Source: an optimization exercise on an open RTL-to-GDS flow (aim: a short achievable clock period and few clock cycles). Production flows keep margins and buffers that such runs may drop.
In this exercise RTL edits were held to simulation tests only and were not proved equivalent to the original.
No activity file was given, so power comes from the tool's default toggle rates.

File: design/flow/design.v
module main(clk, rst, mem_rdata, mem_addr, mem_wdata, mem_we);
	input clk, rst;
	input [15:0] mem_rdata;       
	output [7:0] mem_addr;
	output [7:0] mem_wdata;
	output mem_we;
	reg k_fetch, k_ld, k_st, k_bip;
	reg [7:0] a_oth, a_m;
	reg a_selm;
	reg [7:0] wdata_q;
	reg we_q;
	reg [7:0] fpc_oth, fpc_m;
	reg fpc_selm;
	reg fpc_bip;                       
	reg [2:0] ld_rd;
	reg smc_q;                         
	reg [7:0] smc_a;                   
	reg [63:0] rf;
	reg fz, fc;
	reg [7:0] res_q;                   
	reg [2:0] res_wa;
	reg res_we;
	reg dv;
	reg [15:0] ir;
	reg [7:0] d_fa1, e_fa1;             
	reg [7:0] d_fa2_q;                 
	reg [7:0] oh_n, oh_d, oh_m;        
	reg [7:0] ext_q;                   
	reg [7:0] d_fa;
	reg d_pred;
	reg mE_n, mE_d, mE_m, mR_n, mR_d, mR_m;
	reg q_selA_rd, q_selA_0, q_sub, q_mem, q_br, q_aimm, q_bA, q_bB;
	reg v;
	reg [7:0] e_fa;
	reg e_wr, e_setf, e_arith, e_sub, e_and, e_or, e_xor, e_shf, e_passb;
	reg e_ld, e_st, e_bc, e_pred;
	reg [1:0] e_cc;
	reg [2:0] e_rd;
	reg [7:0] e_alt;
	reg [5:0] e_off;
	reg [7:0] opA, opB, opS;
	reg [2:0] iA, iB, iS;
	reg uA, uB, uS;
	reg [7:0] rsel;
	reg [7:0] smask;
	reg [7:0] am_o, ao_o;
	wire [7:0] addr = am_o | ao_o;
	wire [7:0] fpc = fpc_selm ? fpc_m : fpc_oth;
	reg [7:0] addr_o;                  
	assign mem_addr = addr_o;
	assign mem_wdata = wdata_q;
	assign mem_we = we_q;
	wire adv = ~(k_ld | k_st);
	wire exec = v & adv & ~smc_q;
	wire [7:0] A = opA;
	wire [7:0] B = opB;
	wire [7:0] S = opS;
	wire [8:0] sum;
	wire co;
	cla8 alu_add(.a(A), .b(B), .cin(e_sub), .s(sum[7:0]), .co(co));
	assign sum[8] = co;
	wire [7:0] mar = sum[7:0];
	wire [7:0] cz = {A[6:0] | B[6:0], e_sub};
	wire z_add = &(~((A ^ cz) ^ B));
	reg [7:0] rot4;
	integer ri, rj;
	always @(*)
		for (ri = 0; ri < 8; ri = ri + 1) begin
			rot4[ri] = 1'b0;
			for (rj = 0; rj < 8; rj = rj + 1)
				rot4[ri] = rot4[ri] | (rsel[rj] & A[(ri - rj + 8) % 8]);
		end
	wire [7:0] r_oth = ({8{e_and}} & (A & B)) | ({8{e_or}} & (A | B)) | ({8{e_xor}} & (A ^ B)) |
	                   ({8{e_shf}} & rot4 & smask) | ({8{e_passb}} & B);
	wire [7:0] result = e_arith ? sum[7:0] : r_oth;
	wire z_new = e_arith ? z_add : ~|r_oth;
	wire c_new = e_arith & (sum[8] ^ e_sub);
	reg taken_e;
	always @(*)
		case (e_cc)
			2'b00: taken_e = fz;
			2'b01: taken_e = ~fz;
			2'b10: taken_e = fc;
			default: taken_e = ~fc;
		endcase
	wire mispred = exec & e_bc & (taken_e ^ e_pred);
	wire e_mem = exec & (e_ld | e_st);
	wire [15:0] I = ir;
	wire d_alu0 = (I[15:14] == 2'b00);
	wire d_alu1 = (I[15:14] == 2'b01);
	wire d_mem  = (I[15:14] == 2'b10);
	wire d_br   = (I[15:14] == 2'b11);
	wire d_imm  = I[11];
	wire d_mov  = d_alu0 & (I[13:12] == 2'b11) & d_imm;
	wire d_sub  = d_alu0 & (I[13:12] == 2'b01 || I[13:12] == 2'b10);
	wire d_cmp  = d_alu0 & (I[13:12] == 2'b10);
	wire d_logic = d_alu1 & (I[13:11] <= 3'd2);
	wire d_shift = d_alu1 & (I[13:11] >= 3'd3);
	wire d_bl   = d_br & (I[13:12] == 2'b01);
	wire d_bc   = d_br & (I[13:12] == 2'b11);
	wire d_st   = d_mem & ~I[13];
	wire d_wr   = (d_alu0 & ~d_cmp) | d_alu1 | d_bl;
	wire [7:0] d_fa2 = d_fa2_q;
	wire [7:0] d_target = {2'b00, I[5:0]};
	wire [7:0] ext = ext_q;
	function [7:0] rf_read;
		input [7:0] oh;
		input [63:0] r;
		integer k;
		begin
			rf_read = 8'd0;
			for (k = 0; k < 8; k = k + 1)
				rf_read = rf_read | ({8{oh[k]}} & r[k*8 +: 8]);
		end
	endfunction
	wire [7:0] rRn = mR_n ? res_q : rf_read(oh_n, rf);
	wire [7:0] rRd = mR_d ? res_q : rf_read(oh_d, rf);
	wire [7:0] rRm = mR_m ? res_q : rf_read(oh_m, rf);
	wire [7:0] vRn = (exec & mE_n) ? result : rRn;
	wire [7:0] vRd = (exec & mE_d) ? result : rRd;
	wire [7:0] vRm = (exec & mE_m) ? result : rRm;
	wire selA_rd = q_selA_rd;
	wire selA_0  = q_selA_0;
	wire [2:0] d_iA = selA_rd ? I[10:8] : I[7:5];
	wire d_uA = (d_alu0 & ~d_mov) | d_alu1 | (d_mem & ~I[12]);
	wire d_uB = (d_alu0 & ~d_imm) | d_logic;
	wire d_uS = d_st;
	wire bpA = exec & q_bA;
	wire bpB = exec & q_bB;
	wire bpS = exec & mE_d;
	wire [7:0] rA = selA_rd ? rRd : rRn;
	wire [7:0] oB0 = q_mem ? {2'b00, I[11], I[4:0]} :
	                 q_br  ? d_fa2 :
	                 q_aimm ? ext : rRm;
	wire [7:0] oB = q_sub ? ~oB0 : oB0;
	wire [7:0] d_opA = ({8{bpA & e_arith}} & sum[7:0]) | ({8{bpA & ~e_arith}} & r_oth) |
	                   ({8{~bpA & ~selA_0}} & rA);
	wire [7:0] d_opB = ({8{bpB & e_arith & ~q_sub}} & sum[7:0]) | ({8{bpB & e_arith & q_sub}} & ~sum[7:0]) |
	                   ({8{bpB & ~e_arith & ~q_sub}} & r_oth) | ({8{bpB & ~e_arith & q_sub}} & ~r_oth) |
	                   ({8{~bpB}} & oB);
	wire [7:0] d_opS = ({8{bpS & e_arith}} & sum[7:0]) | ({8{bpS & ~e_arith}} & r_oth) | ({8{~bpS}} & rRd);
	wire d_right = (I[13:11] == 3'b100) | (I[13:11] == 3'b110) | (I[13:11] == 3'b111);
	wire d_rotop = (I[13:11] == 3'b011) | (I[13:11] == 3'b100);
	wire [2:0] d_ramt = d_right ? (3'd0 - ext[2:0]) : ext[2:0];
	wire d_zero = d_rotop ? (ext[7:4] != 4'd0) : (ext[7:3] != 5'd0);
	wire d_full = d_rotop & ~ext[3] & (ext[7:4] == 4'd0);
	wire [7:0] d_mask = d_zero ? 8'h00 : d_full ? 8'hFF :
	                    d_right ? (8'hFF >> ext[2:0]) : (8'hFF << ext[2:0]);
	wire [15:0] M = mem_rdata;
	wire f_br = (M[15:14] == 2'b11);
	wire f_bi = f_br & (M[13:12] == 2'b10);
	wire f_bc = f_br & (M[13:12] == 2'b11);
	wire f_pbne = f_bc & M[10];                         
	wire f_jump = f_br & ~(M[13] & M[12] & ~f_pbne);    
	function all_ones;
		input [7:0] x;
		input integer n;
		integer j;
		begin
			all_ones = 1'b1;
			for (j = n - 1; j >= 0; j = j - 1)
				all_ones = all_ones & x[j];
		end
	endfunction
	function [7:0] inc8;
		input [7:0] x;
		integer k;
		begin
			for (k = 0; k < 8; k = k + 1)
				inc8[k] = all_ones(x, k) ? ~x[k] : x[k];
		end
	endfunction
	wire [7:0] a_oth2 = {inc8({1'b0, a_oth[7:1]}), a_oth[0]};
	wire [7:0] a_m2 = {inc8({1'b0, a_m[7:1]}), a_m[0]};
	wire [7:0] fa2 = a_selm ? a_m2 : a_oth2;
	wire f_aimm = (M[15:14] == 2'b00) & M[11];
	wire f_selA_rd = f_aimm | ((M[15:14] == 2'b01) & (M[13:11] >= 3'd3));
	wire f_selA_0 = (M[15:14] == 2'b10) & M[12];
	wire [7:0] m_a = {M[7:6] & {2{k_bip}}, M[5:0]};
	wire own_selm = (k_fetch & f_jump) | k_bip;
	wire [7:0] own_oth = k_fetch ? fa2 : fpc;
	wire own_bip = k_fetch ? f_bi : (~k_bip & fpc_bip);
	wire next_e_st = adv ? (dv & (ir[15:13] == 3'b100)) : (v & e_st);
	wire hitE = v & ((a_oth == e_fa) | (a_oth == e_fa1));
	wire hitD = dv & ((a_oth == d_fa) | (a_oth == d_fa1));
	wire [7:0] ld_data = mem_rdata[7:0];
	wire [7:0] n_oth_e = ~adv ? fpc :
	                     smc_q ? smc_a :
	                     mispred ? e_alt : own_oth;
	wire n_selm = adv & ~smc_q & ~mispred & ~e_mem & own_selm;
	always @(posedge clk) begin
		if (rst) begin
			a_oth <= 8'd0;
			a_selm <= 1'b0;
			ao_o <= 8'd0;
			am_o <= 8'd0;
			addr_o <= 8'd0;
		end else begin
			a_oth <= e_mem ? mar : n_oth_e;
			a_selm <= n_selm;
			ao_o <= e_mem ? mar : (n_selm ? 8'd0 : n_oth_e);
			am_o <= n_selm ? m_a : 8'd0;
			addr_o <= e_mem ? mar : (n_selm ? m_a : n_oth_e);
		end
		wdata_q <= S;
	end
	integer i;
	always @(posedge clk) begin
		if (rst) begin
			k_fetch <= 1'b1; k_ld <= 1'b0; k_st <= 1'b0; k_bip <= 1'b0;
			smc_q <= 1'b0;
			we_q <= 1'b0;
			v <= 1'b0;
			dv <= 1'b0;
			fpc_bip <= 1'b0;
			res_we <= 1'b0;
			fz <= 1'b0; fc <= 1'b0;
			rf <= {8'd0, 8'd6, 8'd5, 8'd4, 8'd3, 8'd2, 8'd1, 8'd0};
			res_q <= 8'd0; res_wa <= 3'd0; e_fa <= 8'd0; e_fa1 <= 8'd0; d_fa1 <= 8'd0;
			q_selA_rd <= 1'b0; q_selA_0 <= 1'b0; q_sub <= 1'b0; q_mem <= 1'b0; q_br <= 1'b0;
			q_aimm <= 1'b0; q_bA <= 1'b0; q_bB <= 1'b0;
			ir <= 16'd0; d_fa <= 8'd0; d_fa2_q <= 8'd0; ext_q <= 8'd0;
			oh_n <= 8'd0; oh_d <= 8'd0; oh_m <= 8'd0;
			opA <= 8'd0; opB <= 8'd0; opS <= 8'd0;
			e_arith <= 1'b0; e_sub <= 1'b0; e_and <= 1'b0; e_or <= 1'b0; e_xor <= 1'b0; e_shf <= 1'b0; e_passb <= 1'b0;
			rsel <= 8'd0; smask <= 8'd0;
		end else begin
			if (res_we) begin
				for (i = 0; i < 8; i = i + 1)
					if (res_wa == i) rf[i*8 +: 8] <= res_q;
			end
			res_we <= (exec & e_wr) | k_ld;
			res_wa <= k_ld ? ld_rd : e_rd;
			res_q <= k_ld ? ld_data : result;
			if (exec & e_setf) begin
				fz <= z_new;
				fc <= c_new;
			end
			we_q <= 1'b0;
			a_m <= m_a;
			if (adv) begin
				smc_q <= 1'b0;
				v <= dv & ~mispred;
				e_fa <= d_fa;
				e_fa1 <= d_fa1;
				e_wr <= d_wr;
				e_setf <= d_alu0 | d_alu1;
				e_arith <= (d_alu0 & ~d_mov) | d_mem;
				e_sub <= d_sub;
				e_and <= d_alu1 & (I[13:11] == 3'b000);
				e_or  <= d_alu1 & (I[13:11] == 3'b001);
				e_xor <= d_alu1 & (I[13:11] == 3'b010);
				e_shf <= d_shift;
				e_passb <= d_mov | d_bl;
				e_ld <= d_mem & I[13];
				e_st <= d_st;
				e_bc <= d_bc;
				e_pred <= d_pred;
				e_cc <= I[11:10];
				e_rd <= I[10:8];
				e_alt <= d_pred ? d_fa2 : d_target;
				e_off <= {I[11], I[4:0]};
				opA <= d_opA;
				opB <= d_opB;
				opS <= d_opS;
				iA <= d_iA; iB <= I[2:0]; iS <= I[10:8];
				uA <= d_uA; uB <= d_uB; uS <= d_uS;
				rsel <= 8'd1 << d_ramt;
				smask <= d_mask;
				dv <= k_fetch & ~mispred;
				ir <= M;
				d_fa2_q <= fa2;
				d_fa1 <= a_selm ? inc8(a_m) : inc8(a_oth);
				oh_n <= 8'd1 << M[7:5];
				oh_d <= 8'd1 << M[10:8];
				oh_m <= 8'd1 << M[2:0];
				ext_q <= {3'b000, M[4:0]} << M[7:5];
				d_fa <= addr;
				d_pred <= f_pbne;
				q_selA_rd <= f_selA_rd;
				q_selA_0 <= f_selA_0;
				q_sub <= (M[15:14] == 2'b00) & (M[13:12] == 2'b01 || M[13:12] == 2'b10);
				q_mem <= (M[15:14] == 2'b10);
				q_br <= (M[15:14] == 2'b11);
				q_aimm <= f_aimm;
				q_bA <= d_wr & (I[10:8] == (f_selA_rd ? M[10:8] : M[7:5])) & ~f_selA_0;
				q_bB <= d_wr & (I[10:8] == M[2:0]) & ~M[15] & ~f_aimm;
				mE_n <= d_wr & (I[10:8] == M[7:5]);
				mE_d <= d_wr & (I[10:8] == M[10:8]);
				mE_m <= d_wr & (I[10:8] == M[2:0]);
				mR_n <= exec & e_wr & (e_rd == M[7:5]);
				mR_d <= exec & e_wr & (e_rd == M[10:8]);
				mR_m <= exec & e_wr & (e_rd == M[2:0]);
				fpc_oth <= own_oth;
				fpc_m <= m_a;
				fpc_selm <= own_selm;
				fpc_bip <= own_bip;
				if (smc_q) begin
					v <= 1'b0;
					dv <= 1'b0;
					k_fetch <= 1'b1; k_ld <= 1'b0; k_st <= 1'b0; k_bip <= 1'b0;
				end else if (mispred) begin
					k_fetch <= 1'b1; k_ld <= 1'b0; k_st <= 1'b0; k_bip <= 1'b0;
				end else if (e_mem) begin
					we_q <= e_st;
					ld_rd <= e_rd;
					k_fetch <= 1'b0; k_ld <= e_ld; k_st <= e_st; k_bip <= 1'b0;
				end else begin
					if (own_bip & next_e_st) begin
						k_fetch <= 1'b0; k_ld <= 1'b0; k_st <= 1'b0; k_bip <= 1'b0;
					end else begin
						k_fetch <= ~own_bip; k_ld <= 1'b0; k_st <= 1'b0; k_bip <= own_bip;
					end
				end
			end else begin
				mR_n <= k_ld & (ld_rd == ir[7:5]);
				mR_d <= k_ld & (ld_rd == ir[10:8]);
				mR_m <= k_ld & (ld_rd == ir[2:0]);
				if (k_ld) begin
					if (uA & (iA == ld_rd)) opA <= ld_data;
					if (uB & (iB == ld_rd)) opB <= e_sub ? ~ld_data : ld_data;
					if (uS & (iS == ld_rd)) opS <= ld_data;
				end
				smc_q <= k_st & (hitE | hitD);
				smc_a <= v ? e_fa : d_fa;       
				if (fpc_bip & next_e_st) begin
					k_fetch <= 1'b0; k_ld <= 1'b0; k_st <= 1'b0; k_bip <= 1'b0;
				end else begin
					k_fetch <= ~fpc_bip; k_ld <= 1'b0; k_st <= 1'b0; k_bip <= fpc_bip;
				end
			end
		end
	end
endmodule
module cla8(a, b, cin, s, co);
	input [7:0] a, b;
	input cin;
	output [7:0] s;
	output co;
	wire [7:0] g0 = a & b;
	wire [7:0] t0 = a | b;
	wire [7:0] g1, t1, g2, t2, g3, t3;
	genvar i;
	generate
		for (i = 0; i < 8; i = i + 1) begin : pre
			if (i >= 1) begin : l1
				assign g1[i] = g0[i] | (t0[i] & g0[i-1]);
				assign t1[i] = t0[i] & t0[i-1];
			end else begin : l1z
				assign g1[i] = g0[i];
				assign t1[i] = t0[i];
			end
			if (i >= 2) begin : l2
				assign g2[i] = g1[i] | (t1[i] & g1[i-2]);
				assign t2[i] = t1[i] & t1[i-2];
			end else begin : l2z
				assign g2[i] = g1[i];
				assign t2[i] = t1[i];
			end
			if (i >= 4) begin : l3
				assign g3[i] = g2[i] | (t2[i] & g2[i-4]);
				assign t3[i] = t2[i] & t2[i-4];
			end else begin : l3z
				assign g3[i] = g2[i];
				assign t3[i] = t2[i];
			end
		end
	endgenerate
	wire [8:0] c = {g3 | (t3 & {8{cin}}), cin};
	assign s = (a ^ c[7:0]) ^ b;
	assign co = c[8];
endmodule
File: design/flow/run.sh
#!/bin/bash
# synth_recipe.tcl (not shown) runs the flow's synth.tcl, then flattens the netlist and writes it again
# the make line also repeats each setting of config.mk as NAME=value (left out here)
make -C /OpenROAD-flow-scripts/flow DESIGN_CONFIG=/design/flow/config.mk WORK_HOME=/design/flow/orfs CLKGATE_MAP_FILE= SYNTH_SCRIPT=/design/flow/synth_recipe.tcl finish
File: design/flow/config.mk
export PLATFORM = sky130hd
export DESIGN_NAME = main
export DESIGN_NICKNAME = main
export VERILOG_FILES = /design/flow/design.v
export SDC_FILE = /design/flow/constraint.sdc
export NUM_CORES = 4
export LEC_CHECK = 0
export ABC_CLOCK_PERIOD_IN_PS = 1800
export CAP_MARGIN = 20
export CORE_MARGIN = 2
export CORE_UTILIZATION = 55
export GPL_TIMING_DRIVEN = 1
export SETUP_SLACK_MARGIN = 3.6
export SLEW_MARGIN = 20
export TNS_END_PERCENT = 100
File: design/flow/constraint.sdc
create_clock -name core_clock -period 5.5 [get_ports {clk}]
set_input_delay 1.1000 -clock core_clock [delete_from_list [all_inputs] [get_ports {clk}]]
set_output_delay 1.1000 -clock core_clock [all_outputs]
set_load 0.01 [all_outputs]
==> notes.md <==
report_power, final:
part           internal (mW)  total, mW  leakage (nW)  switching [mW]
logic                  0.627       1.38          4.32           0.751
registers               2.71       2.97          2.90           0.266
clock network           1.57       2.64         0.632            1.07
synth_stat cells, drive strengths merged, types with 10 or more instances:
cell	number
a211oi	23
a21oi	188
a221oi	22
a22o	13
a22oi	134
a31oi	15
and2	20
and3	13
buf	44
clkbuf	145
dfxtp	270
edfxtp	67
ha	33
inv	50
mux2	26
mux2i	78
nand2	301
nand3	35
nand4	39
nor2	141
nor2b	10
nor3	54
nor4	12
o211ai	14
o21ai	49
xnor2	85
xor2	44
area by class of cell:
class	count	area [um2]	area share
clock buffers	52	1120	0.0504
clock inverters	17	176	0.00797
inverters	50	228	0.0103
multi-input cells	1473	10600	0.479
flip-flops and latches	337	7570	0.342
well taps	402	503	0.0227
repair buffers	196	1910	0.0865
repair inverters	4	31.3	0.00141
routing by layer:
| metal | vias to the layer above | global-route usage |
|---|---|---|
| met5 | - | 0 |
| met4 | 0 | 0.165 |
| met3 | 253 | 0.0570 |
| met2 | 999 | 0.600 |
| met1 | 7924 | 0.511 |
| li1 | 7432 | - |
worst max path at each step:
stage / startpoint / endpoint / slack (ns)
final: opA[0] / opB[7] / 3.31
after global routing: opA[0] / opB[6] / 3.24
after CTS: opA[0] / opB[3] / 3.35
after detailed placement: rst / e_rd[1] / 2.08
after global placement: rst / iA[0] / 2.11
after floorplan: rst / d_pred / 3.00
kinds of logic after synthesis:
group / count (synthesis)
adders and majority gates: 34
muxes: 104
AOI/OAI and AO/OA: 533
and+or+nand+nor: 671
DFF: 337
xor gates and xnor gates: 129
buffers and inverters: 239
timing repair:
action                     4_1_cts  5_1_grt
resized for setup              417      116
setup buffers                   92       48
setup endpoints to repair      331      141
pin swaps                       76       55
gates cloned                     9        2
==> results_dict.tcl <==
set metrics [dict create \
    outcome "no timing/DRC/antenna violations" \
    synth_top_family_by_area "compound AO/OA/AOI/OAI gates" \
    syn_inst 2047 \
    hold_viol_final 0 \
    synthTopCellsByArea "dfxtp_1 (31%), edfxtp_1 (11%), nand2_1 (6.4%), a22oi_1 (5.7%), a21oi_1 (5.3%)" \
    synth.top_cell.area_share 0.306 \
    dieHeight_um 183 \
    post-route-drc-count 0 \
    initial_core_util 0.560 \
    met2WireLength_mm 29.7 \
    synth_fp_nets 2099 \
    routabilityCongestion 0.959 \
    final_cell_mix "nand2_1 (292), dfxtp_1 (207), a21oi_1 (166)" \
    track_usage 0.377 \
    routed_wl_mm 65.1 \
    async_flop_share 0 \
    fin_hold_ws_ns 0.344 \
    cts_tree "built" \
    p_leak_nw 7.85 \
    cp_cell_sequence "ha_2 -> nor2b_2 -> o31ai_4 -> a31oi_4 -> xnor2_2 -> buf_6 -> o311ai_4 -> xnor2_1 -> o22ai_1" \
    reg_top3 "rf x64, ir x16" \
    row_count 65 \
    wl_per_cell_um 25.7 \
    finClkSkew_ns 0.0211 \
    drv_cap 0 \
    largest_reg_flops 64 \
    fin_util 0.701 \
    clock-sinks 337 \
    fin_crit_ns 2.19 \
    routed.top_layer "met4" \
    finalCritPeriodShare 0.398 \
    setup_viol 0 \
    holdPathEnd "wdata_q[5]" \
    power.total_mw 6.99 \
    largest_register "rf" \
    synth_seq_cells 337 \
    hold_start "opS[5]" \
    max_slew_margin 0.360 \
    portBuffers 34 \
    hold_class "flop to flop" \
    synth_area_per_cell_um2 8.63 \
    clock_latency_ns 0.53 \
    endpoint_kind "flop" \
    path_class "flop to flop" \
    antenna_found_initial 0 \
    ant_nets 0 \
    finalSetupTns_ns 0 \
    rsz0062_at_grt "true" \
    grt_pass1_wl_mm 96.4 \
    required_ns 5.90 \
    r2r_slack_ns 3.31 \
    grt_pass1_vias 15400 \
    crit_path_max_fanout 5 \
    holdBufCountCts 0 \
    synth_edf_count 67 \
    htree_levels 2 \
    synthSimpleGateAreaFrac 0.176 \
    max-vdd-ir-drop_v 0.000244 \
    hpwl_mm 40.8 \
    yosysWarningCount 1 \
    cts_buffer_depth 3 \
    drtIter0Drc 2133 \
    yosysSeqAreaShare 0.420 \
    synthAdderAreaFrac 0.0245 \
    cp-start-kind "flop" \
    wl_met1_mm 25.9 \
    core_area_mm2 0.0316 \
    max_stage_delay_ns 0.36 \
    drive_above_1_share 0.264 \
    rr_worst_depth 9 \
    yosysUniqueCellTypes 86 \
    power_density_mw_per_mm2 316 \
    postLayoutCellArea_mm2 0.0221 \
    synthXorXnorAreaFrac 0.0644 \
    layout.cells.most_common "nand2_1" \
    synth_area_leader_cell "dfxtp_1" \
    reg2reg_to "opB[7]" \
    tightest_slew_ns 0.958 \
    dpl_cell_area_mm2 0.0181 \
    crit_family "compound AO/OA/AOI/OAI gates" \
    cts.clk_slew.worst_paths_ns 0.06 \
    synthMuxAreaShare 0.0608 \
    slowest_stage "dfxtp_4" \
    ctsRootBufferMaster "clkbuf_16" \
    crit_buf_inv 1 \
    r2r-start "opA[0]" \
    area_growth_pct 25.3 \
    fillers 2438 \
    synthFlopType "dfxtp_1" \
    min_path_cells 0 \
    route.met3.wl_mm 6.17 \
    ios 35 \
    final-instance-count-excl-fill 2531 \
    vias 16600 \
    path_depth 9 \
    clock.fmax_ghz 0.457 \
    nets 2152 \
    dp_cells 2310 \
    slew_viol_final 0 \
    cts_buffers 38 \
    fin_ws_ns 3.31 \
    antenna_cells 0 \
    grt_start_max_net_pins 83 \
    worstPathArrival_ns 2.59 \
    viasPerCell 6.56 \
    drt-pass1-iter-count 8 \
    pre_cts_slack_ns 2.08 \
    syn_area_mm2 0.0177 \
    die_x_um 183 \
    die_area_mm2 0.0336 \
    overflow 0 \
    synth-compound-area-share 0.201 \
]
Testbench counts, summed over its fixed seeds: cycles 91,487.

[port drivers added, routing unchanged]
No port has a modelled driver above. Below, the same layout with a new extraction and two added sets of constraints. Step 1 (the two cells are an assumption about what drives the block):
set clk [get_ports {clk}]
set_driving_cell -lib_cell sky130_fd_sc_hd__clkbuf_16 $clk
set_driving_cell -lib_cell sky130_fd_sc_hd__buf_2 [delete_from_list [all_inputs] $clk]
Step 2 moves the port delays by t, midway between the first and last clock arrival at a register: inputs arrive t later, outputs are due t later. That takes back most of the time a late clock gives input paths. a / b / c = ideal ports / drivers / drivers and shift; a / b = the first two.
t, ns: 0.577
slack for setup (ns): 3.312 / 3.312 / 2.981
hold slack, ns: 0.344 / 0.344 / 0.344
slew at the worst register clock pin (ns): 0.07 / 0.07
After both steps setup and hold are still met in this run. For this run, drivers alone change the setup slack by 0.000 ns; drivers and shift together by -0.331 ns.
